Background: an optimization exercise with open tools, aiming at small area, a short achievable clock period and few clock cycles. Do not read the settings as production practice. Where RTL was checked, it was by simulation tests only, not by an equivalence proof against the original. No functional check of the RTL was part of runs 1 to 3. Power and IR drop assume default switching activity.

==> flow/design.v <==
`timescale 1ns / 1ps
module ControlUnit (
    input  logic        clk,
    input  logic [31:0] instrCode,
    input  logic [31:0] pc,
    input  logic        ex_fwdEn,
    input  logic [ 4:0] ex_rd,
    input  logic [31:0] ex_result,
    input  logic        rf_we,
    output logic [31:0] a,
    output logic [31:0] b,
    output logic [31:0] c,
    output logic        cin,
    output logic [ 2:0] op,
    output logic        sra,
    output logic        predTaken,
    output logic        wr,
    output logic        isL,
    output logic        isS,
    output logic        isB,
    output logic        isJALR,
    output logic        link,
    output logic [31:0] nextPc
);
    wire [6:0] opcode = instrCode[6:0];
    wire [2:0] f3     = instrCode[14:12];
    wire [4:0] rs1    = instrCode[19:15];
    wire [4:0] rs2    = instrCode[24:20];
    wire [4:0] rd     = instrCode[11:7];
    wire isR   = (opcode == 7'b0110011);
    wire isI   = (opcode == 7'b0010011);
    wire isLUI = (opcode == 7'b0110111);
    wire isAUI = (opcode == 7'b0010111);
    wire isJAL = (opcode == 7'b1101111);
    assign isL    = (opcode == 7'b0000011);
    assign isS    = (opcode == 7'b0100011);
    assign isB    = (opcode == 7'b1100011);
    assign isJALR = (opcode == 7'b1100111);
    assign link   = isJAL | isJALR;
    assign wr     = (isR | isI | isL | isLUI | isAUI | isJAL | isJALR) & (rd != 5'd0);
    wire [31:0] immI = {{20{instrCode[31]}}, instrCode[31:20]};
    wire [31:0] immS = {{20{instrCode[31]}}, instrCode[31:25], instrCode[11:7]};
    wire [31:0] immB = {{20{instrCode[31]}}, instrCode[7], instrCode[30:25], instrCode[11:8], 1'b0};
    wire [31:0] immU = {instrCode[31:12], 12'b0};
    wire [31:0] immJ = {{12{instrCode[31]}}, instrCode[19:12], instrCode[20], instrCode[30:21], 1'b0};
    wire [31:0] pcImm = pc + (isJAL ? immJ : (isB ? immB : immU));
    wire [31:0] pc4   = pc + 32'd4;
    assign predTaken = isJAL | (isB & instrCode[31]);
    assign nextPc    = predTaken ? pcImm : pc4;
    logic [31:0] rd1, rd2, v1, v2;
    RegisterFile U_RegFile (
        .clk(clk),
        .we (rf_we),
        .RA1(rs1),
        .RA2(rs2),
        .WA (ex_rd),
        .WD (ex_result),
        .RD1(rd1),
        .RD2(rd2)
    );
    assign v1 = (ex_fwdEn && ex_rd == rs1) ? ex_result : rd1;
    assign v2 = (ex_fwdEn && ex_rd == rs2) ? ex_result : rd2;
    wire isSltx = (f3 == 3'b010) | (f3 == 3'b011);
    assign cin = isB | (isR & ((f3 == 3'b000) & instrCode[30] | isSltx)) | (isI & isSltx);
    logic [31:0] bsel;
    always_comb begin
        if (isR | isB) bsel = v2;
        else if (isLUI) bsel = immU;
        else if (isAUI) bsel = pcImm;
        else if (isS) bsel = immS;
        else bsel = immI;
    end
    assign b   = bsel ^ {32{cin}};
    assign a   = (isLUI | isAUI) ? 32'd0 : v1;
    assign c   = isS ? v2 : ((predTaken | isJALR) ? pc4 : pcImm);
    assign op  = (isR | isI) ? f3 : 3'd0;
    assign sra = instrCode[30];
endmodule
`timescale 1ns / 1ps
module DataPath (
    input  logic        valid,
    input  logic [31:0] a,
    input  logic [31:0] b,
    input  logic [31:0] c,
    input  logic        cin,
    input  logic [ 2:0] op,
    input  logic        sra,
    input  logic [ 2:0] f3,
    input  logic        isL,
    input  logic        isB,
    input  logic        isJALR,
    input  logic        link,
    input  logic        predTaken,
    input  logic [31:0] busRData,
    output logic [31:0] sum,
    output logic [31:0] result,
    output logic        redirect,
    output logic [31:0] target
);
    logic        cout;
    assign {cout, sum} = {1'b0, a} + {1'b0, b} + {32'd0, cin};
    wire lt  = (a[31] == b[31]) ? a[31] : sum[31];
    wire ltu = ~cout;
    wire eq  = &(a ^ b);
    logic [31:0] alu, srl, sra_r;
    assign srl   = a >> b[4:0];
    assign sra_r = $signed(a) >>> b[4:0];
    always_comb begin
        case (op)
            3'd0:  alu = sum;
            3'd1:  alu = a << b[4:0];
            3'd2:  alu = {31'd0, lt};
            3'd3: alu = {31'd0, ltu};
            3'd4:  alu = a ^ b;
            3'd5:   alu = sra ? sra_r : srl;
            3'd6:   alu = a | b;
            default: alu = a & b;
        endcase
    end
    assign result = isL ? busRData : (link ? c : alu);
    logic taken;
    always_comb begin
        case (f3)
            3'b000:    taken = eq;
            3'b001:    taken = ~eq;
            3'b100:    taken = lt;
            3'b101:    taken = ~lt;
            3'b110:   taken = ltu;
            3'b111:   taken = ~ltu;
            default: taken = 1'b0;
        endcase
    end
    assign redirect = valid & (isJALR | (isB & (taken != predTaken)));
    assign target   = isJALR ? sum : c;
endmodule
module RegisterFile (
    input  logic        clk,
    input  logic        we,
    input  logic [ 4:0] RA1,
    input  logic [ 4:0] RA2,
    input  logic [ 4:0] WA,
    input  logic [31:0] WD,
    output logic [31:0] RD1,
    output logic [31:0] RD2
);
    logic [31:0] mem[1:31];
    always_ff @(posedge clk) begin
        if (we && WA != 5'd0) mem[WA] <= WD;
    end
    always_comb begin
        RD1 = 32'd0;
        RD2 = 32'd0;
        for (int i = 1; i < 32; i++) begin
            RD1 = RD1 | (mem[i] & {32{RA1 == 5'(i)}});
            RD2 = RD2 | (mem[i] & {32{RA2 == 5'(i)}});
        end
    end
endmodule
`timescale 1ns / 1ps
module CPU_RV32I (
    input  logic        clk,
    input  logic        reset,
    input  logic [31:0] instrCode,
    output logic [31:0] instrMemAddr,
    output logic        busWe,
    output logic [31:0] busAddr,
    output logic [31:0] busWData,
    input  logic [31:0] busRData,
    output logic        transfer,
    input  logic        ready
);
    logic [31:0] pc;
    logic [31:0] id_a, id_b, id_c;
    logic        id_cin, id_predTaken, id_wr, id_isL, id_isS, id_isB, id_isJALR, id_link, id_sra;
    logic [ 2:0] id_op;
    logic [31:0] id_nextPc;
    logic        ex_valid;
    logic [31:0] ex_a, ex_b, ex_c;
    logic        ex_cin, ex_predTaken, ex_wr, ex_isL, ex_isS, ex_isB, ex_isJALR, ex_link, ex_sra;
    logic [ 2:0] ex_op, ex_f3;
    logic [ 4:0] ex_rd;
    logic [31:0] ex_result, ex_sum, ex_target;
    logic        ex_redirect, stall, rf_we;
    ControlUnit U_ControlUnit (
        .instrCode  (instrCode),
        .pc         (pc),
        .ex_fwdEn   (ex_valid & ex_wr),
        .ex_rd      (ex_rd),
        .ex_result  (ex_result),
        .rf_we      (rf_we),
        .clk        (clk),
        .a          (id_a),
        .b          (id_b),
        .c          (id_c),
        .cin        (id_cin),
        .op         (id_op),
        .sra        (id_sra),
        .predTaken  (id_predTaken),
        .wr         (id_wr),
        .isL        (id_isL),
        .isS        (id_isS),
        .isB        (id_isB),
        .isJALR     (id_isJALR),
        .link       (id_link),
        .nextPc     (id_nextPc)
    );
    always_ff @(posedge clk, posedge reset) begin
        if (reset) begin
            pc       <= 32'd0;
            ex_valid <= 1'b0;
        end else if (ex_redirect) begin
            pc       <= ex_target;
            ex_valid <= 1'b0;
        end else if (!stall) begin
            pc       <= id_nextPc;
            ex_valid <= 1'b1;
        end
    end
    always_ff @(posedge clk) begin
        if (!stall) begin
            ex_a         <= id_a;
            ex_b         <= id_b;
            ex_c         <= id_c;
            ex_cin       <= id_cin;
            ex_op        <= id_op;
            ex_f3        <= instrCode[14:12];
            ex_sra       <= id_sra;
            ex_rd        <= instrCode[11:7];
            ex_predTaken <= id_predTaken;
            ex_wr        <= id_wr;
            ex_isL       <= id_isL;
            ex_isS       <= id_isS;
            ex_isB       <= id_isB;
            ex_isJALR    <= id_isJALR;
            ex_link      <= id_link;
        end
    end
    assign instrMemAddr = pc;
    DataPath U_DataPath (
        .valid     (ex_valid),
        .a         (ex_a),
        .b         (ex_b),
        .c         (ex_c),
        .cin       (ex_cin),
        .op        (ex_op),
        .sra       (ex_sra),
        .f3        (ex_f3),
        .isL       (ex_isL),
        .isB       (ex_isB),
        .isJALR    (ex_isJALR),
        .link      (ex_link),
        .predTaken (ex_predTaken),
        .busRData  (busRData),
        .sum       (ex_sum),
        .result    (ex_result),
        .redirect  (ex_redirect),
        .target    (ex_target)
    );
    assign transfer = ex_valid & (ex_isL | ex_isS);
    assign busWe    = ex_isS;
    assign busAddr  = ex_sum;
    assign busWData = ex_c;
    assign stall    = transfer & ~ready;
    assign rf_we    = ex_valid & ex_wr & ~stall;
endmodule
==> flow/run.sh <==
#!/bin/bash
# synth_recipe.tcl (not shown) runs the flow's synth.tcl, then flattens the netlist and writes it again
# the make line also repeats each setting of config.mk as NAME=value (left out here)
make -C /OpenROAD-flow-scripts/flow DESIGN_CONFIG=/design/flow/config.mk WORK_HOME=/design/flow/orfs CLKGATE_MAP_FILE= SYNTH_SCRIPT=/design/flow/synth_recipe.tcl finish
==> flow/config.mk <==
export PLATFORM = sky130hd
export DESIGN_NAME = CPU_RV32I
export DESIGN_NICKNAME = CPU_RV32I
export VERILOG_FILES = /design/flow/design.v
export SDC_FILE = /design/flow/constraint.sdc
export NUM_CORES = 4
export LEC_CHECK = 0
export CAP_MARGIN = 20
export CORE_MARGIN = 2
export CORE_UTILIZATION = 45
export PLACE_DENSITY = 0.6
export SLEW_MARGIN = 20
==> flow/constraint.sdc <==
create_clock -name core_clock -period 10.0 [get_ports {clk}]
set_input_delay 2.0000 -clock core_clock [delete_from_list [all_inputs] [get_ports {clk}]]
set_output_delay 2.0000 -clock core_clock [all_outputs]
set_load 0.01 [all_outputs]
==> results of run 1 <==
==> critical path, stage by stage (launching register included) <==
cell and delay (ps):
edfxtp_1 320, buf_4 460, inv_1 290, ha_1 400, a21o_1 200, a221o_1 370, o31ai_1 620, a21o_1 360
nor4b_1 510, nor2_1 100, a21oi_1 240, nor2b_1 70, o21ai_0 160, nand2b_1 90, fa_1 680, clkdlybuf4s50_1 610
==> final timing paths <==
| path | from | endpoint | slack [ps] | cells after the start |
|---|---|---|---|---|
| min in group asynchronous | reset | pc[23]$_DFFE_PP0P_ | 1670 | 3 |
| hold reg to reg | pc[6]$_DFFE_PP0P_ | pc[6]$_DFFE_PP0P_ | 640 | 2 |
| setup reg to reg | ex_b[1]$_DFFE_PN_ | ex_b[31]$_DFFE_PN_ | 2380 | 23 |
| hold / removal | pc[6]$_DFFE_PP0P_ | pc[6]$_DFFE_PP0P_ | 640 | 2 |
| max in group asynchronous | reset | pc[1]$_DFFE_PP0P_ | 7880 | 3 |
| setup / recovery | ex_b[1]$_DFFE_PN_ | busAddr[31] | 1760 | 15 |
==> cell families (layout without fill, tap and decap cells) <==
group | Yosys count | after routing | share of synthesized area
AO/OA/AOI/OAI | 1718 | 1718 | 0.213
XOR/XNOR | 126 | 126 | 0.0185
adder cells (fa/ha/maj) | 100 | 100 | 0.0215
buffers and inverters | 495 | 701 | 0.0323
flip-flops | 1141 | 1141 | 0.572
multiplexers | 168 | 168 | 0.0438
other | 0 | 9 | 0
AND/OR/NAND/NOR | 1254 | 1254 | 0.0989
==> state kept, by name (all words and copies together), names as in the netlist <==
| register | count |
|---|---|
| ex_predTaken | 1 |
| ex_c | 32 |
| ex_sra | 1 |
| ex_b | 32 |
| ex_isL | 1 |
| U_ControlUnit.U_RegFile.mem | 992 |
| ex_isB | 1 |
| ex_link | 1 |
| pc | 32 |
| ex_a | 32 |
| ex_isJALR | 1 |
| ex_wr | 1 |
| ex_isS | 1 |
| ex_rd | 5 |
| ex_valid | 1 |
| ex_f3 | 3 |
| ex_cin | 1 |
| ex_op | 3 |
==> power groups by stage <==
stage,combinational [mW],clock (mW),sequential (mW)
floorplan,2.65,0,6.81
global placement,5.07,0,6.98
detailed placement,5.09,0,6.98
CTS,5.10,4.40,6.88
global route,5.50,4.59,6.90
finish,5.32,4.43,6.90
==> area by class of cell <==
class,instances,share of cell area
Antenna cell,9,0.000330
Clock inverter,80,0.0119
Clock buffer,136,0.0436
Multi-Input combinational cell,3366,0.359
Timing Repair Buffer,375,0.0479
Tap cell,1755,0.0322
Inverter,110,0.00605
Sequential cell,1141,0.499
==> cell usage after synthesis, types with 67 or more instances <==
library cell	n	area share
a222oi_1	67	0.011
nand3_1	124	0.010
nor2_1	333	0.021
o21ai_0	190	0.016
xnor2_1	83	0.012
a21oi_1	195	0.016
clkbuf_1	293	0.018
edfxtp_1	1108	0.56
a22o_1	187	0.027
nand2_1	357	0.022
nand4_1	97	0.010
mux4_2	72	0.027
nor3_1	135	0.011
a22oi_1	566	0.071
mux2i_1	71	0.012
a221oi_1	181	0.027
ha_1	96	0.020
inv_1	103	0.0065
==> metal layers <==
layer  track usage  up-vias  wire (µm)
met5       0.00962        -        457
met4         0.325       36      31300
met3         0.190     1878      53800
met2         0.644     6087     128000
met1         0.543    26430     102000
li1              -    20488          -
==> placed cells by master (no fill, tap or decap), types with 83 or more instances in the layout <==
cell / instances
clkbuf_16: 116
a21oi_1: 193
nand2_1: 356
xnor2_1: 83
nand3_1: 124
nor2_4: 93
inv_1: 103
ha_1: 96
buf_4: 208
a221oi_1: 181
nor3_1: 132
a22oi_1: 566
nand4_1: 97
nor2_1: 239
clkdlybuf4s50_1: 164
a22o_1: 187
o21ai_0: 175
edfxtp_1: 1108
==> metrics.md, run 1 <==
| Metric | Value |
|---|---|
| Synth Area per Inst | 11.9 µm² |
| Post-CTS Hold Fix Bufs | 0 |
| Peak supply drop | 0.164 mV |
| Total Wirelength | 315000 µm |
| Ys async rst share | 0.0289 |
| Setup-failing EPs final | 0 |
| Area delta synth->final | 14.5% |
| DP Area | 64500 µm² |
| DP Wirelength | 189000 µm |
| Drc violations | 0 |
| Synth cell types | 84 |
| Share of cells above drive strength 1 | 0.122 |
| GP Congestion | 1.03 |
| Required @ worst endpoint | 8000 ps |
| Internal power | 10.6 mW |
| Routed vias/inst | 7.88 |
| CTS buffer count | 116 |
| Cell Area, Synth | 59600 µm² |
| Fin nets | 5277 |
| Number of enable flip-flop cells after synthesis | 1108 |
| Total chip power | 16.7 mW |
| Core Util, Final | 0.519 |
| Die X | 368 µm |
| Std-Cell Rows | 133 |
| Full die area | 135000 µm² |
| Net Sw Power | 6.10 mW |
| Synthesized Nets | 5169 |
| First-pass detailed-route iteration total | 13 |
| Crit path DAT | 6240 ps |
| Seq pwr share | 0.414 |
| Seq/Total Area, Yosys | 0.572 |
| CTS resizes | 0 |
| Flop and latch count out of synthesis | 1141 |
| Status | timing/DRC/antenna clean |
| GRT overflow | 0 |
| Cells after DPL | 6747 |
| Design area | 68300 µm² |
| Vias in the first global route | 50515 |
| Area of the multi-input gates | 24500 µm² |
| Max_slew headroom | 0.135 |
| Die Y | 368 µm |
| Fill cell count | 11390 |
| Setup ws final | 1760 ps |
| Worst Setup End Kind | primary output |
| TNS Setup | 0 ps |
| Final-report max-slew violation count | 0 |
| Initial antenna violation count | 20 |
| Worst-Skew Late Latency | 780 ps |
| Routed WL per cell | 45.2 µm |
| Setup CP Type | reg -> out |
| Fmax | 121 MHz |
| Post-Syn Instances | 5002 |
| Postcts setup bufs | 0 |
| Final hold vios | 0 |
| Post-Place Worst Slack | 1790 ps |
| IO Port Bufs | 164 |
| Clock Power Share | 0.266 |
| Unrepaired setup endpoints after global routing | no |
| Clock-pin slew on the worst setup and hold paths | 70 ps |
| Gr usage total | 0.450 |
| First-pass GRT wire length | 421000 µm |
| Initial Utilization | 0.454 |
| Hold slack | 639 ps |
| H-tree levels | 3 |
| Yosys warnings | 4 |
| TritonCTS clock tree | yes |
| DRT iter0 DRCs | 11724 |
| Routed vias | 54919 |
| Finished Layout Cells | 6972 |
| Min cycle time layout | 8240 ps |
| Worst-Margin Slew | 1280 ps |
| Final Skew | 66.7 ps |
| Leakage | 23.2 nW |
| Largest net degree at the start of global routing | 68 |
| Clk sinks | 1141 |
| Core Box Area | 131000 µm² |
| Max-cap violations | 0 |
| Most used DFF post-synth | edfxtp_1 |
| Net Sw Frac | 0.366 |
| CTS root buf | clkbuf_16 |
| Tcrit/Tclk final | 0.824 |
| Clock Tree Buf Depth | 3 |
| Post-route ant nets | 0 |
| Combinational power share | 0.320 |
| Crit path max fanout | 38 |
| Min-Delay Path Class | reg -> reg |
| Setup crit start kind | flop |
| Pwr Density | 244 nW/µm² |
| IO Count | 165 |
| Seq. cell area | 34100 µm² |
==> run 2: changes to the inputs <==
--- a/flow/config.mk
+++ b/flow/config.mk
@@ -7,2 +7,3 @@
 export LEC_CHECK = 0
+export ABC_CLOCK_PERIOD_IN_PS = 5000
 export CAP_MARGIN = 20
@@ -11,2 +12,3 @@
 export PLACE_DENSITY = 0.6
+export SETUP_SLACK_MARGIN = 5
 export SLEW_MARGIN = 20
==> run 2 against run 1 <==
Effect of this change: largest cell class unchanged; still clean on timing, DRC and antenna; utilization up 4.1 points; critical path type unchanged; sequential cell count unchanged; clock power up 2%; largest power group unchanged; highest routed layer unchanged; clock skew up 1.4 ps; die area unchanged; synthesized cell count unchanged.
==> metrics.md, run 2 <==
| Metric | Value |
|---|---|
| Leading area contributor after synthesis | edfxtp_1 |
| Hold slack | 658 ps (+18.8 ps) |
| Worst-path cell chain | fa_2, a21o_1, a221o_1, o31ai_4, a21o_4, nor4b_4, nor2_1, a21oi_2, nor2b_1, o21ai_1, nand2b_1, fa_2, buf_6 |
| Synth cell types | 84 (unchanged) |
| Routed vias | 57281 (+4.3%) |
| IO Port Bufs | 164 (unchanged) |
| Final Skew | 68.2 ps (+1.44 ps) |
| Clk sinks | 1141 (unchanged) |
| Fill cell count | 10916 (-4.2%) |
| Most common cell in the netlist | edfxtp_1 |
| Final-report max-slew violation count | 0 (unchanged) |
| Core Box Area | 131000 µm² (unchanged) |
| Setup ws final | 3510 ps (+1750 ps) |
| Ys async rst share | 0.0289 (unchanged) |
| Seq. cell area | 34100 µm² (unchanged) |
| Most flops, register | U_ControlUnit.U_RegFile.mem |
| First-pass GRT wire length | 438000 µm (+4.1%) |
| Crit path DAT | 4490 ps (-1750 ps) |
| Ranking of synthesized cells by area | edfxtp_1, a22oi_1, a22o_1, mux4_2, a221oi_1 |
| Share of cells above drive strength 1 | 0.225 (+0.103) |
| DP Wirelength | 187000 µm (-0.90%) |
| Min cycle time layout | 6490 ps (-1750 ps) |
| Finished Layout Cells | 7275 (+4.3%) |
| Initial antenna violation count | 17 (-15%) |
| Full die area | 135000 µm² (unchanged) |
| Cells after DPL | 6749 (+0.030%) |
| Fin nets | 5575 (+5.6%) |
| Fmax | 154 MHz (+27%) |
| Clock Power Share | 0.248 (-0.018) |
| CTS root buf | clkbuf_16 |
| Cell Area, Synth | 59600 µm² (unchanged) |
| Final hold vios | 0 (unchanged) |
| Synth Area per Inst | 11.9 µm² (unchanged) |
| DRT iter0 DRCs | 11953 (+2.0%) |
| CTS buffer count | 117 (+0.86%) |
| TNS Setup | 0 ps (unchanged) |
| Design area | 73700 µm² (+8.0%) |
| Leakage | 25.6 nW (+10%) |
| H-tree levels | 3 (unchanged) |
| Max_slew headroom | 0.176 (+0.0404) |
| Drc violations | 0 (unchanged) |
| Worst stage delay on the critical path | 660 ps (-20 ps) |
| Min-Delay Path Class | reg -> reg |
| Die X | 368 µm (unchanged) |
| Vias in the first global route | 52318 (+3.6%) |
| Largest register FFs | 992 (unchanged) |
| Unrepaired setup endpoints after global routing | yes |
| Synth cell count leaders | edfxtp_1, a22oi_1, nand2_1 |
| Max-cap violations | 0 (unchanged) |
| Combinational power share | 0.372 (+0.052) |
| Std-Cell Rows | 133 (unchanged) |
| Total chip power | 18.2 mW (+9.1%) |
| Post-Place Worst Slack | 2760 ps (+971 ps) |
| Worst Setup End Kind | primary output |
| Initial Utilization | 0.454 (unchanged) |
| Tcrit/Tclk final | 0.649 (-0.175) |
| Seq pwr share | 0.380 (-0.034) |
| Most frequent cells in the layout | edfxtp_1, a22oi_1, buf_4 |
| Total Wirelength | 329000 µm (+4.4%) |
| Core Util, Final | 0.561 (+0.0414) |
| GP Congestion | 1.06 (+2.9%) |
| Die Y | 368 µm (unchanged) |
| Setup-failing EPs final | 0 (unchanged) |
| Seq/Total Area, Yosys | 0.572 (unchanged) |
| Gr usage total | 0.470 (+0.0196) |
| Clock-pin slew on the worst setup and hold paths | 60 ps (about the same) |
| Cell family with most CP delay | compound AO/OA/AOI/OAI gates |
| First-pass detailed-route iteration total | 12 (-1) |
| Synthesized Nets | 5169 (unchanged) |
| Setup CP Type | reg -> out |
| TritonCTS clock tree | yes |
| Commonest non-fill, non-tap cell in the layout | edfxtp_1 |
| Pwr Density | 247 nW/µm² (+1.1%) |
| Net Sw Frac | 0.371 (+0.00494) |
| Most used DFF post-synth | edfxtp_1 |
| Worst-Skew Late Latency | 810 ps (+30 ps) |
| Required @ worst endpoint | 8000 ps (about the same) |
| Net Sw Power | 6.75 mW (+11%) |
| Routed vias/inst | 7.87 (about the same) |
| Status | timing/DRC/antenna clean |
| Flop and latch count out of synthesis | 1141 (unchanged) |
| Slowest cell on crit path | fa_2 |
| Area of the multi-input gates | 26700 µm² (+9.1%) |
| Buf+Inv Stages, Crit Path | 1 (-2) |
| Post-Syn Instances | 5002 (unchanged) |
| IO Count | 165 (unchanged) |
| Synth top area share | 0.558 (unchanged) |
| Cell repeated most along the worst path | fa_2 |
| Setup crit start kind | flop |
| GRT overflow | 0 (unchanged) |
| Internal power | 11.4 mW (+8.3%) |
| Worst-Margin Slew | 1240 ps (-47.0 ps) |
| Yosys warnings | 4 (unchanged) |
| Post-route ant nets | 0 (unchanged) |
| Peak supply drop | 0.162 mV (-1.5%) |
| Largest net degree at the start of global routing | 77 (+13%) |
| Area delta synth->final | 23.6% |
| Routed WL per cell | 45.2 µm (about the same) |
| Crit path max fanout | 2 (-95%) |
| Clock Tree Buf Depth | 3 (unchanged) |
| DP Area | 64700 µm² (+0.44%) |
| Number of enable flip-flop cells after synthesis | 1108 (unchanged) |
## run 2: cell counts after synthesis
Identical to the previous run, type by type.
## run 2: power by group through the flow
| stage | Sequential, mW | Combinational [mW] | Clock, mW |
|---|---|---|---|
| after floorplan | 6.81 | 2.75 | 0 |
| after global placement | 7.00 | 5.12 | 0 |
| after detailed placement | 7.00 | 5.15 | 0 |
| after CTS | 6.87 | 6.06 | 4.48 |
| after global routing | 6.89 | 6.88 | 4.68 |
| final | 6.90 | 6.76 | 4.52 |
## run 2: repair_timing
| item | 4_1_cts | 5_1_grt |
|---|---|---|
| hold buffers | 0 | 0 |
| resized for setup | 489 | 163 |
| endpoints found under the setup margin | 252 | 170 |
| gates cloned | 22 | 0 |
| pin swaps | 106 | 104 |
| buffers inserted | 199 | 74 |
## run 2: path summary, 6_finish.rpt
| path | start | end | slack (ps) | cells after the start |
|---|---|---|---|---|
| max | ex_cin$_DFFE_PN_ | busAddr[31] | 3510 | 13 |
| min | pc[6]$_DFFE_PP0P_ | pc[6]$_DFFE_PP0P_ | 660 | 2 |
| max reg2reg | ex_cin$_DFFE_PN_ | ex_b[0]$_DFFE_PN_ | 4450 | 23 |
| min reg2reg | pc[6]$_DFFE_PP0P_ | pc[6]$_DFFE_PP0P_ | 660 | 2 |
| max in group asynchronous | reset | pc[26]$_DFFE_PP0P_ | 7910 | 3 |
| min in group asynchronous | reset | pc[14]$_DFFE_PP0P_ | 1650 | 3 |
## run 2: area by class of cell
class                           instances  area share
Sequential cell                      1141       0.463
Multi-Input combinational cell       3369       0.362
Timing Repair Buffer                  666      0.0856
Clock buffer                          143      0.0413
Tap cell                             1755      0.0298
Clock inverter                         74      0.0111
Inverter                              110     0.00667
Antenna cell                           14    0.000475
Timing Repair inverter                  3    0.000356
## run 2: worst min-delay path, stage by stage, from the launching register on
cell and delay, ps:
dfrtp_1 460, nand2_1 110, o21ai_2 50
## run 2: layer usage
metal / share of wire / routed length, µm / GRT usage
met5: 0.0011 / 351 / 0.0125
met4: 0.11 / 35200 / 0.371
met3: 0.17 / 57500 / 0.208
met2: 0.40 / 131000 / 0.657
met1: 0.32 / 105000 / 0.561
## run 2: cell families (layout without fill, tap and decap cells)
kind of cell / Yosys count / after routing / synth area share
AOI/OAI and AO/OA: 1718 / 1718 / 0.213
xor gates and xnor gates: 126 / 126 / 0.0185
adders and majority gates: 100 / 100 / 0.0215
buffers and inverters: 495 / 996 / 0.0323
DFF: 1141 / 1141 / 0.572
muxes: 168 / 168 / 0.0438
other: 0 / 14 / 0
and+or+nand+nor: 1254 / 1257 / 0.0989
==> run 3: changes to the inputs <==
--- a/flow/design.v
+++ b/flow/design.v
@@ -6,4 +6,8 @@
     input  logic        ex_fwdEn,
+    input  logic        ex_isL,
     input  logic [ 4:0] ex_rd,
     input  logic [31:0] ex_result,
+    input  logic        m_fwdEn,
+    input  logic [ 4:0] m_rd,
+    input  logic [31:0] m_wb,
     input  logic        rf_we,
@@ -22,2 +26,3 @@
     output logic        link,
+    output logic        hazard,
     output logic [31:0] nextPc
@@ -55,4 +60,4 @@
         .RA2(rs2),
-        .WA (ex_rd),
-        .WD (ex_result),
+        .WA (m_rd),
+        .WD (m_wb),
         .RD1(rd1),
@@ -60,4 +65,11 @@
     );
-    assign v1 = (ex_fwdEn && ex_rd == rs1) ? ex_result : rd1;
-    assign v2 = (ex_fwdEn && ex_rd == rs2) ? ex_result : rd2;
+    wire e1 = ex_fwdEn && ex_rd == rs1;
+    wire e2 = ex_fwdEn && ex_rd == rs2;
+    wire m1 = m_fwdEn && m_rd == rs1;
+    wire m2 = m_fwdEn && m_rd == rs2;
+    assign v1 = e1 ? ex_result : (m1 ? m_wb : rd1);
+    assign v2 = e2 ? ex_result : (m2 ? m_wb : rd2);
+    wire use1 = ~(isLUI | isAUI | isJAL);
+    wire use2 = isR | isS | isB;
+    assign hazard = ex_isL & ((e1 & use1) | (e2 & use2));
     wire isSltx = (f3 == 3'b010) | (f3 == 3'b011);
@@ -88,3 +100,2 @@
     input  logic [ 2:0] f3,
-    input  logic        isL,
     input  logic        isB,
@@ -93,4 +104,2 @@
     input  logic        predTaken,
-    input  logic [31:0] busRData,
-    output logic [31:0] sum,
     output logic [31:0] result,
@@ -100,2 +109,3 @@
     logic        cout;
+    logic [31:0] sum;
     assign {cout, sum} = {1'b0, a} + {1'b0, b} + {32'd0, cin};
@@ -119,3 +129,3 @@
     end
-    assign result = isL ? busRData : (link ? c : alu);
+    assign result = link ? c : alu;
     logic taken;
@@ -176,2 +186,3 @@
     logic [31:0] id_nextPc;
+    logic        id_hazard;
     logic        ex_valid;
@@ -181,5 +192,14 @@
     logic [ 4:0] ex_rd;
-    logic [31:0] ex_result, ex_sum, ex_target;
-    logic        ex_redirect, stall, rf_we;
+    logic [31:0] ex_result, ex_target;
+    logic        ex_redirect;
+    logic        m_valid, m_transfer, m_wr, m_isL, m_isS;
+    logic [31:0] m_result, m_data;
+    logic [ 4:0] m_rd;
+    logic [31:0] m_wb;
+    logic        stall, rf_we;
+    assign stall = m_transfer & ~ready;
+    assign m_wb  = m_isL ? busRData : m_result;
+    assign rf_we = m_valid & m_wr & ~stall;
     ControlUnit U_ControlUnit (
+        .clk        (clk),
         .instrCode  (instrCode),
@@ -187,6 +207,9 @@
         .ex_fwdEn   (ex_valid & ex_wr),
+        .ex_isL     (ex_isL),
         .ex_rd      (ex_rd),
         .ex_result  (ex_result),
+        .m_fwdEn    (m_valid & m_wr),
+        .m_rd       (m_rd),
+        .m_wb       (m_wb),
         .rf_we      (rf_we),
-        .clk        (clk),
         .a          (id_a),
@@ -204,2 +227,3 @@
         .link       (id_link),
+        .hazard     (id_hazard),
         .nextPc     (id_nextPc)
@@ -208,10 +232,18 @@
         if (reset) begin
-            pc       <= 32'd0;
-            ex_valid <= 1'b0;
-        end else if (ex_redirect) begin
-            pc       <= ex_target;
-            ex_valid <= 1'b0;
+            pc         <= 32'd0;
+            ex_valid   <= 1'b0;
+            m_valid    <= 1'b0;
+            m_transfer <= 1'b0;
         end else if (!stall) begin
-            pc       <= id_nextPc;
-            ex_valid <= 1'b1;
+            m_valid    <= ex_valid;
+            m_transfer <= ex_valid & (ex_isL | ex_isS);
+            if (ex_redirect) begin
+                pc       <= ex_target;
+                ex_valid <= 1'b0;
+            end else if (id_hazard) begin
+                ex_valid <= 1'b0;
+            end else begin
+                pc       <= id_nextPc;
+                ex_valid <= 1'b1;
+            end
         end
@@ -235,2 +267,8 @@
             ex_link      <= id_link;
+            m_result     <= ex_result;
+            m_data       <= ex_c;
+            m_rd         <= ex_rd;
+            m_wr         <= ex_wr;
+            m_isL        <= ex_isL;
+            m_isS        <= ex_isS;
         end
@@ -247,3 +285,2 @@
         .f3        (ex_f3),
-        .isL       (ex_isL),
         .isB       (ex_isB),
@@ -252,4 +289,2 @@
         .predTaken (ex_predTaken),
-        .busRData  (busRData),
-        .sum       (ex_sum),
         .result    (ex_result),
@@ -258,8 +293,6 @@
     );
-    assign transfer = ex_valid & (ex_isL | ex_isS);
-    assign busWe    = ex_isS;
-    assign busAddr  = ex_sum;
-    assign busWData = ex_c;
-    assign stall    = transfer & ~ready;
-    assign rf_we    = ex_valid & ex_wr & ~stall;
-endmodule
+    assign transfer = m_transfer;
+    assign busWe    = m_isS;
+    assign busAddr  = m_result;
+    assign busWData = m_data;
+endmodule
--- a/flow/config.mk
+++ b/flow/config.mk
@@ -7,3 +7,2 @@
 export LEC_CHECK = 0
-export ABC_CLOCK_PERIOD_IN_PS = 5000
 export CAP_MARGIN = 20
==> run 3 against run 2 <==
Effect of this change: global-route usage fell by 0.88 points; synthesized cell count rose by 5.8%; worst hold slack got worse by 210 ps; synthesized area rose by 6.3%; largest cell class unchanged; critical endpoint is now ex_a[17]$_SDFFCE_PP0N_; largest power group unchanged.
==> metrics.md, run 3 <==
| Metric | Value |
|---|---|
| Clock Tree Buf Depth | 3 (unchanged) |
| Leading area contributor after synthesis | edfxtp_1 |
| Leakage | 25.9 nW (+1.1%) |
| Routed vias/inst | 7.87 (about the same) |
| TNS Setup | 0 ps (unchanged) |
| Worst-Margin Slew | 1280 ps (+47.7 ps) |
| Synthesized Nets | 5458 (+5.6%) |
| Max-cap violations | 0 (unchanged) |
| Synth top area share | 0.559 (+0.000934) |
| Flop and latch count out of synthesis | 1215 (+6.5%) |
| First-pass GRT wire length | 452000 µm (+3.0%) |
| Fmax | 191 MHz (+24%) |
| Synth Area per Inst | 12.0 µm² (+0.51%) |
| Most frequent cells in the layout | edfxtp_1, a22oi_1, nand2_1 |
| Clock-pin slew on the worst setup and hold paths | 60 ps (about the same) |
| Min-Delay Path Class | reg -> reg |
| Largest net degree at the start of global routing | 180 (+130%) |
| TritonCTS clock tree | yes |
| Area delta synth->final | 19.4% |
| Setup CP Type | in -> reg |
| Initial antenna violation count | 26 (+9) |
| Required @ worst endpoint | 10620 ps (+2620 ps) |
| Clk sinks | 1215 (+6.5%) |
| H-tree levels | 4 (+1) |
| Ys async rst share | 0.0288 (-0.000115) |
| Post-Syn Instances | 5291 (+5.8%) |
| Min cycle time layout | 5230 ps (-1260 ps) |
| Setup-failing EPs final | 0 (unchanged) |
| Number of enable flip-flop cells after synthesis | 1180 (+6.5%) |
| Met2 wire length | 138000 µm (+4.8%) |
| Synth cell types | 92 (+9.5%) |
| First-pass detailed-route iteration total | 13 (+1) |
| Final hold vios | 0 (unchanged) |
| Total Wirelength | 341000 µm (+3.8%) |
| Peak supply drop | 0.214 mV (+32%) |
| Highest routed layer | met5 |
| Final-report max-slew violation count | 0 (unchanged) |
| Routed WL per cell | 45.1 µm (-0.19%) |
| Unrepaired setup endpoints after global routing | yes |
| Tcrit/Tclk final | 0.523 (-0.126) |
| Ranking of synthesized cells by area | edfxtp_1, a22oi_1, mux4_2, a22o_1, nand2_1 |
| Finished Layout Cells | 7564 (+4.0%) |
| Synth cell count leaders | edfxtp_1, a22oi_1, nand2_1 |
| Fin nets | 5734 (+2.9%) |
| Setup crit start kind | input port |
| IO Count | 165 (unchanged) |
| Seq/Total Area, Yosys | 0.573 (+0.000901) |
| Critical Path Start | instrCode[16] |
| Worst Setup End Kind | flop |
| Commonest non-fill, non-tap cell in the layout | edfxtp_1 |
| Std-Cell Rows | 137 (+3.0%) |
| Cell Area, Synth | 63400 µm² (+6.3%) |
| Die Y | 379 µm (+3.1%) |
| Pwr Density | 266 nW/µm² (+7.7%) |
| Share of cells above drive strength 1 | 0.183 (-0.0423) |
| Full die area | 144000 µm² (+6.2%) |
| Final Skew | 35.8 ps (-32.4 ps) |
| Routed length on met3 | 57000 µm (-0.74%) |
| Crit path max fanout | 24 (+22) |
| Seq pwr share | 0.377 (-0.003) |
| Largest register FFs | 992 (unchanged) |
| DRT iter0 DRCs | 13016 (+8.9%) |
| CTS root buf | clkbuf_16 |
| Met1 wire length | 109000 µm (+4.6%) |
| Net Sw Power | 7.75 mW (+15%) |
| Most common cell in the netlist | edfxtp_1 |
| Combinational power share | 0.362 (-0.010) |
| Drc violations | 0 (unchanged) |
| IO Port Bufs | 164 (unchanged) |
| GP Congestion | 1.04 (-2.1%) |
| Clock Power Share | 0.261 (+0.013) |
| Net Sw Frac | 0.386 (+0.0144) |
| Post-route ant nets | 0 (unchanged) |
| FF-to-FF Start | ex_b[21]$_DFFE_PN_ |
| Most flops, register | U_ControlUnit.U_RegFile.mem |
| Yosys warnings | 4 (unchanged) |
| Cells after DPL | 7097 (+5.2%) |
| Worst-Skew Late Latency | 810 ps (about the same) |
| DP Wirelength | 201000 µm (+7.3%) |
| Post-CTS Hold Fix Bufs | 0 (unchanged) |
| Hold Path Origin | ex_c[5]$_DFFE_PN_ |
| Vias in the first global route | 54050 (+3.3%) |
| Max_slew headroom | 0.142 (-0.0339) |
| Die X | 379 µm (+3.1%) |
| Gr usage total | 0.461 (-0.00878) |
| Core Box Area | 140000 µm² (+6.3%) |
| Routed vias | 59552 (+4.0%) |
| Initial Utilization | 0.454 (about the same) |
| CTS buffer count | 132 (+13%) |
| GRT overflow | 0 (unchanged) |
| Internal power | 12.3 mW (+8.0%) |
| Crit path DAT | 5850 ps (+1360 ps) |
| Most used DFF post-synth | edfxtp_1 |
| Status | timing/DRC/antenna clean |
==> run 3: repair_timing <==
action / 4_1_cts / 5_1_grt
resized for setup: 189 / 157
buffers inserted: 129 / 67
pin swaps: 63 / 70
gates cloned: 9 / 5
setup endpoints to repair: 131 / 113
==> run 3: final cells by class <==
type,instances,area (µm²)
diodes,14,35.0
multi-input cells,3551,26800
clock buffers,159,3480
repair buffers,554,5110
clock inverters,82,1100
fillers,11720,64000
inverters,113,439
well taps,1876,2350
flip-flops and latches,1215,36300
==> run 3: through the flow <==
| stage | cell area, µm² | hold slack, ps | utilization | total power, mW | setup slack (ps) |
|---|---|---|---|---|---|
| 2_1_floorplan | 63500 | 421 | - | 10.8 | 4430 |
| 3_3_place_gp | 67900 | 440 | 0.486 | 13.9 | 2690 |
| 3_5_place_dp | 67900 | 440 | 0.486 | 13.9 | 2590 |
| 4_1_cts | 74300 | 454 | 0.532 | 19.3 | 4900 |
| 5_1_grt | 75600 | 471 | 0.541 | 20.4 | 4800 |
| 6_report | 75700 | 451 | 0.542 | 20.1 | 4770 |
==> run 3: logic make-up after synthesis <==
| family | after synthesis | share of synthesized area |
|---|---|---|
| XOR/XNOR | 126 | 0.0174 |
| flip-flops | 1215 | 0.573 |
| AO/OA/AOI/OAI | 1803 | 0.210 |
| buffers and inverters | 528 | 0.0331 |
| multiplexers | 183 | 0.0459 |
| adder cells (fa/ha/maj) | 100 | 0.0202 |
| AND/OR/NAND/NOR | 1336 | 0.101 |
==> run 3: worst paths after layout <==
check | endpoint | slack (ps) | cells after the start
worst min register to register | m_data[5]$_DFFE_PN_ | 450 | 0
worst min-delay path | m_data[5]$_DFFE_PN_ | 450 | 0
max in group asynchronous | m_transfer$_DFFE_PP0N_ | 7900 | 3
worst max register to register | ex_b[31]$_DFFE_PN_ | 5100 | 20
min in group asynchronous | pc[11]$_DFFE_PP0P_ | 1670 | 3
worst max-delay path | ex_a[17]$_SDFFCE_PP0N_ | 4770 | 10
==> run 3: critical path: stages <==
cell	delay [ps]
clkdlybuf4s15_1	590
or2_2	680
nor2_4	510
buf_4	740
a221oi_1	210
nand3_1	130
nor2_1	60
nand4_1	90
o221ai_1	450
a21oi_1	320
==> run 3: power by group through the flow <==
stage	sequential (mW)	clock [mW]	combinational, mW
3_3_place_gp	7.69	0	6.20
6_report	7.57	5.25	7.27
2_1_floorplan	7.40	0	3.43
4_1_cts	7.54	5.23	6.57
5_1_grt	7.57	5.42	7.43
3_5_place_dp	7.69	0	6.23
==> run 3: per-layer routing <==
metal	up-vias	track usage
met1	28647	0.543
li1	22041	-
met5	-	0.0110
met4	27	0.353
met3	2151	0.205
met2	6686	0.657
==> run 4: changes to the inputs <==
--- a/flow/design.v
+++ b/flow/design.v
@@ -8,3 +8,2 @@
     input  logic [ 4:0] ex_rd,
-    input  logic [31:0] ex_result,
     input  logic        m_fwdEn,
@@ -16,2 +15,5 @@
     output logic [31:0] c,
+    output logic        fwdA,
+    output logic        fwdB,
+    output logic        fwdC,
     output logic        cin,
@@ -50,3 +52,3 @@
     wire [31:0] immJ = {{12{instrCode[31]}}, instrCode[19:12], instrCode[20], instrCode[30:21], 1'b0};
-    wire [31:0] pcImm = pc + (isJAL ? immJ : (isB ? immB : immU));
+    wire [31:0] pcImm = pc + (instrCode[3] ? immJ : immB);
     wire [31:0] pc4   = pc + 32'd4;
@@ -69,4 +71,4 @@
     wire m2 = m_fwdEn && m_rd == rs2;
-    assign v1 = e1 ? ex_result : (m1 ? m_wb : rd1);
-    assign v2 = e2 ? ex_result : (m2 ? m_wb : rd2);
+    assign v1 = m1 ? m_wb : rd1;
+    assign v2 = m2 ? m_wb : rd2;
     wire use1 = ~(isLUI | isAUI | isJAL);
@@ -74,2 +76,5 @@
     assign hazard = ex_isL & ((e1 & use1) | (e2 & use2));
+    assign fwdA   = e1 & use1;
+    assign fwdB   = e2 & (isR | isB);
+    assign fwdC   = e2 & isS;
     wire isSltx = (f3 == 3'b010) | (f3 == 3'b011);
@@ -79,4 +84,3 @@
         if (isR | isB) bsel = v2;
-        else if (isLUI) bsel = immU;
-        else if (isAUI) bsel = pcImm;
+        else if (isLUI | isAUI) bsel = immU;
         else if (isS) bsel = immS;
@@ -85,3 +89,3 @@
     assign b   = bsel ^ {32{cin}};
-    assign a   = (isLUI | isAUI) ? 32'd0 : v1;
+    assign a   = isAUI ? pc : (isLUI ? 32'd0 : v1);
     assign c   = isS ? v2 : ((predTaken | isJALR) ? pc4 : pcImm);
@@ -93,5 +97,9 @@
     input  logic        valid,
-    input  logic [31:0] a,
-    input  logic [31:0] b,
-    input  logic [31:0] c,
+    input  logic [31:0] a_id,
+    input  logic [31:0] b_id,
+    input  logic [31:0] c_id,
+    input  logic        fwdA,
+    input  logic        fwdB,
+    input  logic        fwdC,
+    input  logic [31:0] fwdValue,
     input  logic        cin,
@@ -105,2 +113,3 @@
     output logic [31:0] result,
+    output logic [31:0] data,
     output logic        redirect,
@@ -108,2 +117,7 @@
 );
+    logic [31:0] a, b, c;
+    assign a    = fwdA ? fwdValue : a_id;
+    assign b    = fwdB ? (fwdValue ^ {32{cin}}) : b_id;
+    assign c    = fwdC ? fwdValue : c_id;
+    assign data = c;
     logic        cout;
@@ -184,2 +198,3 @@
     logic        id_cin, id_predTaken, id_wr, id_isL, id_isS, id_isB, id_isJALR, id_link, id_sra;
+    logic        id_fwdA, id_fwdB, id_fwdC;
     logic [ 2:0] id_op;
@@ -190,5 +205,6 @@
     logic        ex_cin, ex_predTaken, ex_wr, ex_isL, ex_isS, ex_isB, ex_isJALR, ex_link, ex_sra;
+    logic        ex_fwdA, ex_fwdB, ex_fwdC;
     logic [ 2:0] ex_op, ex_f3;
     logic [ 4:0] ex_rd;
-    logic [31:0] ex_result, ex_target;
+    logic [31:0] ex_result, ex_target, ex_data;
     logic        ex_redirect;
@@ -209,3 +225,2 @@
         .ex_rd      (ex_rd),
-        .ex_result  (ex_result),
         .m_fwdEn    (m_valid & m_wr),
@@ -217,2 +232,5 @@
         .c          (id_c),
+        .fwdA       (id_fwdA),
+        .fwdB       (id_fwdB),
+        .fwdC       (id_fwdC),
         .cin        (id_cin),
@@ -255,2 +273,5 @@
             ex_c         <= id_c;
+            ex_fwdA      <= id_fwdA;
+            ex_fwdB      <= id_fwdB;
+            ex_fwdC      <= id_fwdC;
             ex_cin       <= id_cin;
@@ -268,3 +289,3 @@
             m_result     <= ex_result;
-            m_data       <= ex_c;
+            m_data       <= ex_data;
             m_rd         <= ex_rd;
@@ -278,5 +299,9 @@
         .valid     (ex_valid),
-        .a         (ex_a),
-        .b         (ex_b),
-        .c         (ex_c),
+        .a_id      (ex_a),
+        .b_id      (ex_b),
+        .c_id      (ex_c),
+        .fwdA      (ex_fwdA),
+        .fwdB      (ex_fwdB),
+        .fwdC      (ex_fwdC),
+        .fwdValue  (m_result),
         .cin       (ex_cin),
@@ -290,2 +315,3 @@
         .result    (ex_result),
+        .data      (ex_data),
         .redirect  (ex_redirect),
--- a/flow/config.mk
+++ b/flow/config.mk
@@ -10,2 +10,4 @@
 export CORE_UTILIZATION = 45
+export CTS_CLUSTER_DIAMETER = 150
+export CTS_CLUSTER_SIZE = 20
 export PLACE_DENSITY = 0.6
==> run 4 against run 3 <==
Effect of this change: worst setup slack better by 35 ps; sequential cell count up 3; register-to-register slack lost 300 ps; final cell count shrank 3.0%; non-clock buffer count down 45; routed wire length decreased by 2.6%; critical path depth up 15; fmax grew 0.68%; sequential power increased by 0.9%; power rose by 1.5%; largest power group is now combinational cells.
==> metrics.md, run 4 <==
| Metric | Value |
|---|---|
| Net Sw Power | 8.84 mW (+14%) |
| Routed WL per cell | 45.3 µm (+0.36%) |
| Largest register FFs | 992 (unchanged) |
| Clock-pin slew on the worst setup and hold paths | 90 ps (+30 ps) |
| Crit path max fanout | 6 (-75%) |
| Max_slew headroom | 0.215 (+0.0736) |
| DRT iter0 DRCs | 12196 (-6.3%) |
| Routed vias | 56782 (-4.7%) |
| Slowest cell on crit path | edfxtp_1 |
| Hold slack | 474 ps (+22.3 ps) |
| Drc violations | 0 (unchanged) |
| Initial Utilization | 0.452 (-0.00160) |
| Pwr Density | 281 nW/µm² (+5.8%) |
| Required @ worst endpoint | 10610 ps (about the same) |
| FF-to-FF Start | ex_fwdB$_DFFE_PN_ |
| Cell Area, Synth | 62900 µm² (-0.84%) |
| First-pass detailed-route iteration total | 15 (+2) |
| Core Box Area | 139000 µm² (-0.49%) |
| Area delta synth->final | 15.5% |
| Share of cells above drive strength 1 | 0.155 (-0.0277) |
| Hold Path Origin | ex_isS$_DFFE_PN_ |
| IO Count | 165 (unchanged) |
| Most used DFF post-synth | edfxtp_1 |
| Post-Syn Instances | 5263 (-0.53%) |
| GP Congestion | 1.03 (-0.63%) |
| Total Wirelength | 332000 µm (-2.6%) |
| Fill cell count | 11913 (+1.6%) |
| Fmax | 192 MHz (+0.68%) |
| Ranking of synthesized cells by area | edfxtp_1, a22oi_1, a221oi_1, a22o_1, mux2i_1 |
| Combinational power share | 0.474 (+0.112) |
| Routed vias/inst | 7.74 (-1.7%) |
| Synth Area per Inst | 11.9 µm² (-0.31%) |
| Setup-failing EPs final | 0 (unchanged) |
| Internal power | 11.5 mW (-6.5%) |
| Setup CP Type | reg -> reg |
| IO Port Bufs | 164 (unchanged) |
| Flop and latch count out of synthesis | 1218 (+0.25%) |
| TNS Setup | 0 ps (unchanged) |
| Most frequent cells in the layout | edfxtp_1, a22oi_1, buf_4 |
| Synthesized Nets | 5430 (-0.51%) |
| Final hold vios | 0 (unchanged) |
| Number of enable flip-flop cells after synthesis | 1183 (+0.25%) |
| Min-Delay Path Class | reg -> reg |
| Full die area | 143000 µm² (-0.83%) |
| Vias in the first global route | 52468 (-2.9%) |
| Clock Tree Buf Depth | 3 (unchanged) |
| Setup crit start kind | flop |
| Critical Path Start | ex_fwdB$_DFFE_PN_ |
| Largest net degree at the start of global routing | 77 (-57%) |
| Net Sw Frac | 0.434 (+0.0480) |
| Synth cell count leaders | edfxtp_1, a22oi_1, nor2_1 |
| Seq pwr share | 0.375 (-0.002) |
| Seq/Total Area, Yosys | 0.579 (+0.00629) |
| Worst stage delay on the critical path | 480 ps (-260 ps) |
| Leakage | 24.3 nW (-6.3%) |
| Commonest non-fill, non-tap cell in the layout | edfxtp_1 |
| Crit path DAT | 5810 ps (-40 ps) |
| Tcrit/Tclk final | 0.520 (-0.00355) |
| Max-cap violations | 0 (unchanged) |
| Synth cell types | 89 (-3.3%) |
| Gr usage total | 0.453 (-0.00771) |
| Die X | 378 µm (-0.42%) |
| Synth top area share | 0.565 (+0.00617) |
| First-pass GRT wire length | 440000 µm (-2.6%) |
| CTS root buf | clkbuf_16 |
| Cell family with most CP delay | compound AO/OA/AOI/OAI gates |
| Clk sinks | 1218 (+0.25%) |
| R2R depth | 25 (+25%) |
| Status | timing/DRC/antenna clean |
| Ys async rst share | 0.0287 (-0.0000710) |
| FF-to-FF setup slack | 4800 ps (-300 ps) |
| Worst Setup End Kind | flop |
| Worst-Margin Slew | 1180 ps (-107 ps) |
| Worst R2R End | pc[28]$_DFFE_PP0P_ |
| CTS buffer count | 71 (-46%) |
| Min cycle time layout | 5200 ps (-35.5 ps) |
| Final Skew | 35.1 ps (-0.707 ps) |
| Leading area contributor after synthesis | edfxtp_1 |
| H-tree levels | 3 (-1) |
| Final-report max-slew violation count | 0 (unchanged) |
| Worst-Skew Late Latency | 730 ps (-80 ps) |
| TritonCTS clock tree | yes |
| Initial antenna violation count | 20 (-23%) |
| Peak supply drop | 0.205 mV (-4.0%) |
| Cell repeated most along the worst path | buf_6 |
| DP Wirelength | 201000 µm (about the same) |
| Post-route ant nets | 0 (unchanged) |
| Die Y | 378 µm (-0.42%) |
| Hold Crit Endpoint | m_isS$_DFFE_PN_ |
| Buf+Inv Stages, Crit Path | 6 (+4) |
| Most flops, register | U_ControlUnit.U_RegFile.mem |
| GRT overflow | 0 (unchanged) |
| Std-Cell Rows | 137 (unchanged) |
| Clock Power Share | 0.152 (-0.109) |
| Unrepaired setup endpoints after global routing | yes |
| Yosys warnings | 4 (unchanged) |
| Most common cell in the netlist | edfxtp_1 |
| Fin nets | 5604 (-2.3%) |
| Worst Hold Path Cells | 0 (unchanged) |
-- run 4: worst reg2reg max path: stages (launching register included) --
cell	delay (ps)
edfxtp_1	480
buf_6	160
buf_6	110
buf_6	120
a21oi_4	170
buf_12	140
ha_4	200
nor2b_2	150
o211ai_1	300
a31o_2	240
nand3_4	110
a211oi_4	320
o31ai_4	110
a21o_1	200
a21oi_2	160
fa_2	290
nand2b_4	150
a21oi_2	70
a2111oi_4	300
and3_4	310
o31ai_4	80
buf_12	170
buf_4	130
a211o_1	240
o31a_1	110
mux2_4	260
-- run 4: how the worst max path moves through the flow --
stage	cells past startpoint	to	slack (ps)
floorplan	7	pc[10]$_DFFE_PP0P_	3570
global placement	23	pc[28]$_DFFE_PP0P_	2890
detailed placement	23	pc[28]$_DFFE_PP0P_	2800
CTS	11	ex_b[19]$_DFFE_PN_	4910
global route	24	pc[28]$_DFFE_PP0P_	4690
finish	25	pc[28]$_DFFE_PP0P_	4800
-- run 4: logic make-up after synthesis --
group,after synthesis,share of synthesized area
buffers and inverters,523,0.0327
xor gates and xnor gates,172,0.0240
adders and majority gates,100,0.0204
AOI/OAI and AO/OA,1809,0.213
muxes,253,0.0423
and+or+nand+nor,1188,0.0891
DFF,1218,0.579
-- run 4: per-stage QoR --
stage	total power, mW	instances	util	cell area [µm²]	worst slack (ps)
finish	20.4	7340	0.522	72600	4800
global route	20.8	7326	0.522	72500	4690
CTS	19.7	7282	0.516	71700	4910
detailed placement	16.0	7087	0.486	67600	2800
global placement	16.0	7087	0.486	67600	2890
floorplan	12.2	5263	-	63000	3570
-- run 4: power by group through the flow --
stage               clock network [mW]  logic, mW  registers (mW)
CTS                               3.06       9.06            7.58
global placement                     0       8.24            7.77
detailed placement                   0       8.22            7.77
global route                      3.23       9.93            7.63
finish                            3.09       9.66            7.64
floorplan                            0       4.74            7.42
-- run 4: timing repair --
action,CTS,global route
pin swaps,45,28
buffers inserted,97,40
setup endpoints to repair,154,95
resized for setup,246,85
hold buffers,0,0
cloned,13,2
-- run 4: cell type report --
type,count,area [µm²],area share
Sequential cell,1218,36400,0.501
Multi-Input combinational cell,3522,26400,0.364
Timing Repair Buffer,509,4980,0.0686
Tap cell,1876,2350,0.0323
Clock buffer,77,1800,0.0248
Inverter,115,442,0.00609
Clock inverter,8,154,0.00212
Antenna cell,15,37.5,0.000517
-- run 4: layer usage --
layer  vias up  global-route usage  share of wire
li1      21519                   -              -
met1     27325               0.539           0.33
met2      6054               0.649           0.41
met3      1862               0.187           0.16
met4        22               0.348           0.10
met5         -              0.0178         0.0013
Testbench counts of run 4, summed over its fixed seeds: cycles 27,384.
==> run 5: changes to the inputs <==
--- a/flow/design.v
+++ b/flow/design.v
@@ -122,11 +122,46 @@
     assign data = c;
-    logic        cout;
     logic [31:0] sum;
-    assign {cout, sum} = {1'b0, a} + {1'b0, b} + {32'd0, cin};
-    wire lt  = (a[31] == b[31]) ? a[31] : sum[31];
-    wire ltu = ~cout;
-    wire eq  = &(a ^ b);
-    logic [31:0] alu, srl, sra_r;
-    assign srl   = a >> b[4:0];
-    assign sra_r = $signed(a) >>> b[4:0];
+    assign sum = a + b + {31'd0, cin};
+    logic [31:0] cl, ce;
+    always_comb begin
+        for (int i = 0; i < 32; i++) begin
+            cl[i] = ~a[i] & ~b[i];     
+            ce[i] = a[i] ^ b[i];       
+        end
+    end
+    logic [15:0] l1, e1;
+    logic [7:0]  l2, e2;
+    logic [3:0]  l3, e3;
+    logic [1:0]  l4, e4;
+    always_comb begin
+        for (int i = 0; i < 16; i++) begin
+            l1[i] = cl[2*i+1] | (ce[2*i+1] & cl[2*i]);
+            e1[i] = ce[2*i+1] & ce[2*i];
+        end
+        for (int i = 0; i < 8; i++) begin
+            l2[i] = l1[2*i+1] | (e1[2*i+1] & l1[2*i]);
+            e2[i] = e1[2*i+1] & e1[2*i];
+        end
+        for (int i = 0; i < 4; i++) begin
+            l3[i] = l2[2*i+1] | (e2[2*i+1] & l2[2*i]);
+            e3[i] = e2[2*i+1] & e2[2*i];
+        end
+        for (int i = 0; i < 2; i++) begin
+            l4[i] = l3[2*i+1] | (e3[2*i+1] & l3[2*i]);
+            e4[i] = e3[2*i+1] & e3[2*i];
+        end
+    end
+    wire eq  = e4[1] & e4[0];
+    wire ltu = l4[1] | (e4[1] & l4[0]);
+    wire lt  = ce[31] ? ltu : a[31];
+    logic [31:0] alu, shIn, shOut, shRev;
+    wire         isSll = (op == 3'd1);
+    always_comb begin
+        for (int i = 0; i < 32; i++) shIn[i] = isSll ? a[31-i] : a[i];
+    end
+    wire         fill = sra & a[31] & ~isSll;
+    assign shOut = 32'($signed({fill, shIn}) >>> b[4:0]);
+    always_comb begin
+        for (int i = 0; i < 32; i++) shRev[i] = shOut[31-i];
+    end
     always_comb begin
@@ -134,3 +169,3 @@
             3'd0:  alu = sum;
-            3'd1:  alu = a << b[4:0];
+            3'd1:  alu = shRev;
             3'd2:  alu = {31'd0, lt};
@@ -138,3 +173,3 @@
             3'd4:  alu = a ^ b;
-            3'd5:   alu = sra ? sra_r : srl;
+            3'd5:   alu = shOut;
             3'd6:   alu = a | b;
==> run 5 against run 4 <==
Effect of this change: count of clock-buffer cells in the layout increased by 4; via count down 4.3%; critical endpoint is now ex_a[10]$_DFFE_PN_; critical path depth decreased by 14; sequential power fell by 0.8%; sequential cell count did not move; synthesized area fell by 0.83%; non-clock buffer count shrank 115; routed wire length is 1.9% lower; still clean on timing, DRC and antenna; power is 6.6% lower; first-iteration DRC count decreased by 14%; final area shrank 3.7%.
==> metrics.md, run 5 <==
| Metric | Value |
|---|---|
| Worst-path cell chain | clkdlybuf4s50_1, buf_8, or3_1, nor2_4, buf_6, a22oi_1, nand3_1, nor2_1, nand4_1, o22ai_1, o21ai_0 |
| Ys async rst share | 0.0287 (unchanged) |
| DRT iter0 DRCs | 10500 (-14%) |
| DP Area | 66800 µm² (-1.1%) |
| CTS buffer count | 71 (unchanged) |
| Largest register FFs | 992 (unchanged) |
| Post-Syn Instances | 5142 (-2.3%) |
| GRT overflow | 0 (unchanged) |
| Cell family with most CP delay | simple AND/OR/NAND/NOR gates |
| Flop and latch count out of synthesis | 1218 (unchanged) |
| Std-Cell Rows | 136 (-0.73%) |
| Leading area contributor after synthesis | edfxtp_1 |
| Most used DFF post-synth | edfxtp_1 |
| Synth Area per Inst | 12.1 µm² (+1.5%) |
| Yosys warnings | 4 (unchanged) |
| Full die area | 142000 µm² (-0.82%) |
| Die X | 376 µm (-0.41%) |
| Max-cap violations | 0 (unchanged) |
| Crit path DAT | 5670 ps (-140 ps) |
| Ranking of synthesized cells by area | edfxtp_1, a22oi_1, a221oi_1, a22o_1, mux2i_1 |
| Area delta synth->final | 12.1% |
| Most common cell in the netlist | edfxtp_1 |
| Final Skew | 35.7 ps (+0.649 ps) |
| Drc violations | 0 (unchanged) |
| Worst Setup End Kind | flop |
| Clock-pin slew on the worst setup and hold paths | 110 ps (+20 ps) |
| Total Wirelength | 326000 µm (-1.9%) |
| Number of enable flip-flop cells after synthesis | 1183 (unchanged) |
| Setup CP Type | in -> reg |
| Initial antenna violation count | 22 (+10%) |
| Clk sinks | 1218 (unchanged) |
| Buf+Inv Stages, Crit Path | 3 (-3) |
| Post-route ant nets | 0 (unchanged) |
| Crit path max fanout | 22 (+16) |
| Combinational power share | 0.439 (-0.035) |
| Clock Tree Buf Depth | 3 (unchanged) |
| Status | timing/DRC/antenna clean |
| Final hold vios | 0 (unchanged) |
| CTS root buf | clkbuf_16 |
| Vias in the first global route | 50874 (-3.0%) |
| Routed WL per cell | 46.3 µm (+2.3%) |
| Die Y | 376 µm (-0.41%) |
| Gr usage total | 0.450 (-0.00326) |
| GP Congestion | 1.03 (-0.65%) |
| Most frequent cells in the layout | edfxtp_1, a22oi_1, nor2_1 |
| Pwr Density | 273 nW/µm² (-3.0%) |
| Net Sw Power | 8.12 mW (-8.2%) |
| Min-Delay Path Class | reg -> reg |
| Cell Area, Synth | 62300 µm² (-0.83%) |
| First-pass GRT wire length | 436000 µm (-1.0%) |
| Fmax | 193 MHz (about the same) |
| Fin nets | 5382 (-4.0%) |
| Min cycle time layout | 5190 ps (-2.85 ps) |
| Synth cell types | 98 (+10%) |
| Clock Power Share | 0.162 (+0.010) |
| Routed vias | 54341 (-4.3%) |
| Routed vias/inst | 7.72 (-0.21%) |
| Synth top area share | 0.570 (+0.00474) |
| Initial Utilization | 0.453 (+0.00121) |
| Seq pwr share | 0.398 (+0.023) |
| Seq/Total Area, Yosys | 0.584 (+0.00486) |
| Internal power | 10.9 mW (-5.4%) |
| Net Sw Frac | 0.426 (-0.00734) |
| H-tree levels | 3 (unchanged) |
| Largest net degree at the start of global routing | 87 (+13%) |
| TNS Setup | 0 ps (unchanged) |
| Setup crit start kind | input port |
| Design area | 69900 µm² (-3.7%) |
| Final-report max-slew violation count | 0 (unchanged) |
| Tcrit/Tclk final | 0.519 (about the same) |
| TritonCTS clock tree | yes |
| Worst-Margin Slew | 1220 ps (+45.1 ps) |
| DP Wirelength | 202000 µm (+0.74%) |
| Synthesized Nets | 5307 (-2.3%) |
| First-pass detailed-route iteration total | 11 (-4) |
| Worst-Skew Late Latency | 740 ps (about the same) |
| Leakage | 23.2 nW (-4.6%) |
| IO Count | 165 (unchanged) |
| Share of cells above drive strength 1 | 0.124 (-0.0305) |
| IO Port Bufs | 164 (unchanged) |
| Core Box Area | 137000 µm² (-1.1%) |
| Commonest non-fill, non-tap cell in the layout | edfxtp_1 |
| Most flops, register | U_ControlUnit.U_RegFile.mem |
| Required @ worst endpoint | 10480 ps (-130 ps) |
| Max_slew headroom | 0.183 (-0.0320) |
| Synth cell count leaders | edfxtp_1, a22oi_1, nor2_1 |
| Setup-failing EPs final | 0 (unchanged) |
| Unrepaired setup endpoints after global routing | yes |
| Slowest cell on crit path | nor2_4 |
| Peak supply drop | 0.176 mV (-14%) |
| Worst stage delay on the critical path | 600 ps (+120 ps) |
[run 5: changes by cell type in the layout (fill, tap and decap cells not counted), sizes merged, moves of 24 or more]
cell	before	now
a211oi	89	32
a21oi	297	266
a22o	246	217
buf	331	232
nand2	284	239
nor2	366	390
[run 5: what timing repair did]
item	CTS	global route
buffers inserted	32	15
pin swaps	17	12
setup endpoints to repair	153	107
gates resized for setup	99	74
hold buffers	0	0
gates cloned	2	0
[run 5: cell type report]
cell class                      instances  area (µm²)
Clock inverter                          7         116
Multi-Input combinational cell       3415       25200
Timing Repair Buffer                  394        3590
Antenna cell                           13        32.5
Sequential cell                      1218       36400
Fill cell                           11995       67600
Tap cell                             1794        2240
Clock buffer                           81        1840
Timing Repair inverter                  1        5.00
Inverter                              116         454
[run 5: worst paths after layout]
kind / startpoint / end / slack (ps) / cells past startpoint
worst max-delay path: instrCode[17] / ex_a[10]$_DFFE_PN_ / 4810 / 11
worst min-delay path: ex_isS$_DFFE_PN_ / m_isS$_DFFE_PN_ / 460 / 0
worst min register to register: ex_isS$_DFFE_PN_ / m_isS$_DFFE_PN_ / 460 / 0
min in group asynchronous: reset / pc[21]$_DFFE_PP0P_ / 1700 / 3
worst max register to register: ex_fwdB$_DFFE_PN_ / pc[25]$_DFFE_PP0P_ / 5010 / 16
max in group asynchronous: reset / pc[3]$_DFFE_PP0P_ / 7910 / 3
[run 5: cell families (layout without fill, tap and decap cells)]
| kind of cell | after synthesis | after routing | synth area share |
|---|---|---|---|
| compound gates | 1688 | 1688 | 0.200 |
| xor+xnor | 171 | 171 | 0.0241 |
| fa+ha+maj | 98 | 98 | 0.0200 |
| buf+inv | 510 | 599 | 0.0334 |
| flops | 1218 | 1218 | 0.584 |
| mux | 272 | 272 | 0.0467 |
| other cells | 0 | 13 | 0 |
| simple gates | 1185 | 1186 | 0.0915 |
[run 5: stage by stage]
stage	setup slack [ps]	hold slack, ps	power [mW]	utilization	cells
2_1_floorplan	5020	421	12.0	-	5142
3_3_place_gp	2780	439	15.6	0.486	6889
3_5_place_dp	3020	437	15.6	0.486	6889
4_1_cts	4850	470	18.7	0.505	7011
5_1_grt	4920	482	19.5	0.508	7028
6_report	4810	462	19.0	0.508	7039
[run 5: metal layers]
layer	track usage	vias to the layer above	wire (µm)
met5	0.00103	-	104
met4	0.354	16	34700
met3	0.155	1748	46600
met2	0.665	5463	137000
met1	0.536	26351	107000
li1	-	20763	-
[run 5: worst reg2reg max path, delay by kind of cell (launching register included)]
family                     cells  cell delay (ps)
DFF                            1              430
muxes                          1              240
adders and majority gates      1              440
xor gates and xnor gates       1              120
buffers and inverters          3              850
and+or+nand+nor                1              360
AOI/OAI and AO/OA              9             2430
[run 5: power by group through the flow]
stage | combinational, mW | sequential (mW) | clock [mW]
final | 8.37 | 7.58 | 3.09
after global placement | 7.89 | 7.67 | 0
after detailed placement | 7.89 | 7.67 | 0
after CTS | 8.03 | 7.55 | 3.07
after global routing | 8.71 | 7.60 | 3.23
after floorplan | 4.54 | 7.41 | 0
Testbench counts of run 5, summed over its fixed seeds: cycles 27,384.

[separate check: timing with driven ports]
The flow's constraints put no driver on any port. The routed layouts listed below were extracted and timed again, unchanged, in two steps. Step 1 sets driving cells, clkbuf_16 on the clock port and buf_2 on the other inputs (assumed; they add their load-dependent delay and slew). Step 2, shift: input delay + t, output delay - t, t = (earliest + latest rising clock arrival at the registers) / 2. This alone moves slack from input paths to output paths. Three values: ideal, step 1, step 2; two values: the first two.
| run | t (ns) | setup slack, ns | worst setup path at the end | latest minus earliest clock arrival (ns) | cell pins on the clock port's net |
|---|---|---|---|---|---|
| run 1 | 0.833 | 1.762 / 1.679 / 1.604 | input to register | 0.067 / 0.067 | 1 |
| run 2 | 0.852 | 3.509 / 3.432 / 3.911 | input to register | 0.069 / 0.068 | 1 |
| run 3 | 0.872 | 4.768 / 4.812 / 3.940 | input to register | 0.036 / 0.036 | 1 |
| run 4 | 0.792 | 4.804 / 4.804 / 4.131 | input to register | 0.038 / 0.039 | 1 |
| run 5 | 0.800 | 4.807 / 4.858 / 4.058 | input to register | 0.036 / 0.036 | 1 |
After both steps every run listed still meets setup and hold. The setup slack of run 3, which loses most, moves by +0.044 ns with the drivers and by -0.828 ns with both steps.
